From an optimization exercise on the open Yosys and OpenROAD flow, aimed at small area; shortcuts taken in it are not production practice. In this exercise RTL edits were held to simulation tests only and were not proved equivalent to the original. No driver is modelled on the clock port, so clocking that relies on it looks cheaper here than on a real chip. No activity file was given, so power comes from the tool's default toggle rates.

Setup of rev 12:
==> flow/design.v <==
`timescale 1ns/1ps
`default_nettype none
module uart_fifo_tx
  #(
    parameter FIFO_DEPTH=16,
    parameter UART_CDIV=434
    )
   (
    input wire 	     clk,
    input wire 	     n_rst,
    input wire [7:0] data,
    input wire 	     n_wr,
    output wire      n_full,
    output wire      uart_tx
    );
   localparam N = FIFO_DEPTH;
   reg [8*N-1:0]     s;         
   reg [N-1:0] 	     v;         
   reg [7:0] 	     h;         
   reg 		     hv;        
   reg 		     held;      
   reg 		     sending;
   reg 		     tx_out;
   reg [8:0] 	     cnt;
   reg [3:0] 	     idx;
   wire 	     transit = held & ~hv;
   assign n_full = ~(&v) | transit;
   assign uart_tx = tx_out;
   wire 	     wr = ~n_wr & n_full;
   wire 	     take = ~held & (|v);
   wire [N:0] 	     rdy;
   assign rdy[N] = ~hv;
   genvar 	     i;
   generate
      for (i = 0; i < N; i = i + 1) begin : g_rdy
	 assign rdy[i] = ~v[i] | rdy[i+1];
      end
   endgenerate
   wire [8*N-1:0]    s_in = {s[8*N-9:0], data};
   wire [N-1:0]      v_in = {v[N-2:0], wr};
   integer 	     k;
   always @(posedge clk) begin
      for (k = 0; k < N; k = k + 1)
	if (rdy[k]) s[8*k +: 8] <= s_in[8*k +: 8];
      if (rdy[N]) h <= s[8*N-8 +: 8];
   end
   localparam [8:0] CNT_LAST = 9'd19;
   wire 	     bit_end = sending & (cnt[8:4] == CNT_LAST[8:4])
		       & (cnt[2:0] == CNT_LAST[2:0]);
   wire 	     idx_7 = ~idx[3] & (&idx[2:0]);
   wire 	     idx_8 = idx[3] & ~idx[0];
   wire 	     idx_9 = idx[3] & idx[0];
   wire 	     release_h = bit_end & idx_7;
   always @(posedge clk, negedge n_rst) begin
      if (~n_rst) begin
	 v <= 0;
	 hv <= 1'b0;
	 held <= 1'b0;
	 sending <= 1'b0;
	 tx_out <= 1'b1;
	 idx <= 0;
      end
      else begin
	 for (k = 0; k < N; k = k + 1)
	   if (rdy[k]) v[k] <= v_in[k];
	 if (bit_end) idx <= idx_9 ? 4'd0 : idx + 1'b1;
	 if (~hv) hv <= v[N-1];
	 else if (release_h) hv <= 1'b0;
	 if (take) held <= 1'b1;
	 else if (release_h) held <= 1'b0;
	 if (~sending) begin
	    if (take) begin
	       sending <= 1'b1;
	       tx_out <= 1'b0;
	    end
	 end
	 else if (bit_end) begin
	    if (~idx[3]) tx_out <= h[idx[2:0]];
	    else if (idx_8) tx_out <= 1'b1;
	    else if (held | take) tx_out <= 1'b0;
	    else sending <= 1'b0;
	 end
      end
   end
   always @(posedge clk) begin
      if (~sending | bit_end) cnt <= 0;
      else cnt <= {cnt[7:0], ~(cnt[8] ^ cnt[1])};
   end
endmodule
`default_nettype wire
==> flow/config.mk <==
export PLATFORM = sky130hd
export DESIGN_NAME = uart_fifo_tx
export DESIGN_NICKNAME = uart_fifo_tx
export VERILOG_FILES = /design/flow/design.v
export SDC_FILE = /design/flow/constraint.sdc
export NUM_CORES = 4
export LEC_CHECK = 0
export CAP_MARGIN = 0
export CORE_MARGIN = 2
export CORE_UTILIZATION = 40
export CTS_BUF_LIST = sky130_fd_sc_hd__clkbuf_8
export SLEW_MARGIN = 0
==> flow/constraint.sdc <==
create_clock -name core_clock -period 10.0 [get_ports {clk}]
set_input_delay 2.0000 -clock core_clock [delete_from_list [all_inputs] [get_ports {clk}]]
set_output_delay 2.0000 -clock core_clock [all_outputs]
set_load 0.01 [all_outputs]
standard.sh (not shown) runs the stock make flow with config.mk's settings and CLKGATE_MAP_FILE= SYNTH_SCRIPT=/design/flow/synth_recipe.tcl, a recipe that flattens the netlist after the stock synthesis.
==> flow/flow/run.sh <==
#!/bin/bash
# The standard layout (standard.sh) with these changes:
# - clock tree synthesis without dummy load cells, with clkbuf_4 leaf buffers
#   under a clkbuf_16 root; each clock buffer is then resized to the smallest clkbuf that keeps
#   its clock pins' slew low
#   (flow/post_cts.tcl);
# - port buffers of the smallest buffer cell.
set -euo pipefail
here=$(pwd)
export CTS_ARGS="-sink_clustering_enable -repair_clock_nets -dont_use_dummy_load -root_buf sky130_fd_sc_hd__clkbuf_8 -buf_list sky130_fd_sc_hd__clkbuf_4"
export POST_CTS_TCL="$here/flow/post_cts.tcl"
export CLK_SLEW_TARGET=0.125
export BUFFER_PORTS_ARGS="-buffer_cell sky130_fd_sc_hd__buf_1"
bash standard.sh finish > standard.log 2>&1
==> flow/flow/post_cts.tcl <==
# After clock tree synthesis: give each leaf clock buffer the smallest clkbuf size
# that keeps the slew at every clock pin it drives within CLK_SLEW_TARGET (ns),
# as estimated from the placement, so every flip-flop clock pin keeps a fast
# edge.
set sizes {sky130_fd_sc_hd__clkbuf_1 sky130_fd_sc_hd__clkbuf_2 sky130_fd_sc_hd__clkbuf_4
  sky130_fd_sc_hd__clkbuf_8 sky130_fd_sc_hd__clkbuf_16}
set target $::env(CLK_SLEW_TARGET)

proc sink_slew { inst } {
  set net [[$inst findITerm X] getNet]
  set worst 0.0
  foreach it [$net getITerms] {
    if { [$it isOutputSignal] } { continue }
    set pin [get_pins [[$it getInst] getName]/[[$it getMTerm] getName]]
    set s [get_property $pin slew_max]
    if { $s > $worst } { set worst $s }
  }
  return $worst
}

set bufs {}
foreach inst [[ord::get_db_block] getInsts] {
  if { [string match sky130_fd_sc_hd__clkbuf_* [[$inst getMaster] getName]] } {
    set net [[$inst findITerm X] getNet]
    if { $net ne "NULL" && [$net getSigType] eq "CLOCK" } { lappend bufs $inst }
  }
}
estimate_parasitics -placement
# leaves: buffers that drive no buffer
set leaves {}
set upper {}
foreach inst $bufs {
  set drives_buf 0
  foreach it [[[$inst findITerm X] getNet] getITerms] {
    if { [string match sky130_fd_sc_hd__clkbuf_* [[[$it getInst] getMaster] getName]] && ![$it isOutputSignal] } {
      set drives_buf 1
    }
  }
  if { $drives_buf } { lappend upper $inst } else { lappend leaves $inst }
}
foreach inst $leaves {
  set name [$inst getName]
  set orig [[$inst getMaster] getName]
  set chosen ""
  foreach m $sizes {
    replace_cell $name $m
    estimate_parasitics -placement
    if { [sink_slew $inst] <= $target } { set chosen $m; break }
  }
  if { $chosen eq "" } { set chosen [lindex $sizes end] }
  replace_cell $name $chosen
  puts "post_cts: $name $orig -> $chosen"
}
estimate_parasitics -placement
detailed_placement
check_placement -verbose
For rev 13, these inputs were changed with respect to rev 12:
# rev 12
export LEC_CHECK = 0
export CAP_MARGIN = 0
export CORE_MARGIN = 2
export CORE_UTILIZATION = 40
export CTS_BUF_LIST = sky130_fd_sc_hd__clkbuf_8
export SLEW_MARGIN = 0
create_clock -name core_clock -period 10.0 [get_ports {clk}]
# rev 13
export LEC_CHECK = 0
export CAP_MARGIN = 20
export CORE_MARGIN = 2
export CORE_UTILIZATION = 40
export CTS_BUF_LIST = sky130_fd_sc_hd__clkbuf_8
export SLEW_MARGIN = 20
create_clock -name core_clock -period 10.0 [get_ports {clk}]
-- flow/flow/run.sh --
<<< rev 12, line 12
export CLK_SLEW_TARGET=0.125
>>> rev 13, line 12
export CLK_SLEW_TARGET=0.100
-- flow/flow/post_cts.tcl --
<<< rev 12, line 1
# After clock tree synthesis: give each leaf clock buffer the smallest clkbuf size
>>> rev 13, line 1
# After clock tree synthesis: give each clock buffer the smallest clkbuf size
<<< rev 12, line 29
# leaves: buffers that drive no buffer
>>> rev 13, line 29
# leaves first (buffers that drive no buffer), then the rest
<<< rev 12, line 41
foreach inst $leaves {
>>> rev 13, line 41
foreach inst [concat $leaves $upper] {
- Summary of rev 13 over rev 12: sequential cell count barely changed, layout clock buffer count shows no meaningful change, via count of the first global-routing pass has remained practically unchanged, portion of total power attributed to the clock network went up by 3.5 points.

## re-timing with driven ports
The flow's constraints put no driver on any port. The routed layouts listed below were extracted and timed again, unchanged, in two steps.
Step 1 assumes that a clkbuf_16 drives the clock port and a buf_2 every other input.
Step 2 adds t to the input delays and takes it off the output delays; t is the mean of the earliest and latest rising clock arrival at the registers after step 1. Input paths then give back, and output paths get back, about the clock's delay inside the block.
Three values: ideal, step 1, step 2; two values: the first two.
| run | t, ns | setup WS [ns] | worst hold slack (ns) | pins driven straight from the clock port |
|---|---|---|---|---|
| rev 12 | 0.430 | 6.270 / 6.239 / 6.669 | 0.393 / 0.393 / 0.393 | 1 |
| rev 13 | 0.388 | 6.307 / 6.271 / 6.659 | 0.401 / 0.401 / 0.401 | 1 |
After both steps setup and hold are still met in every run listed.
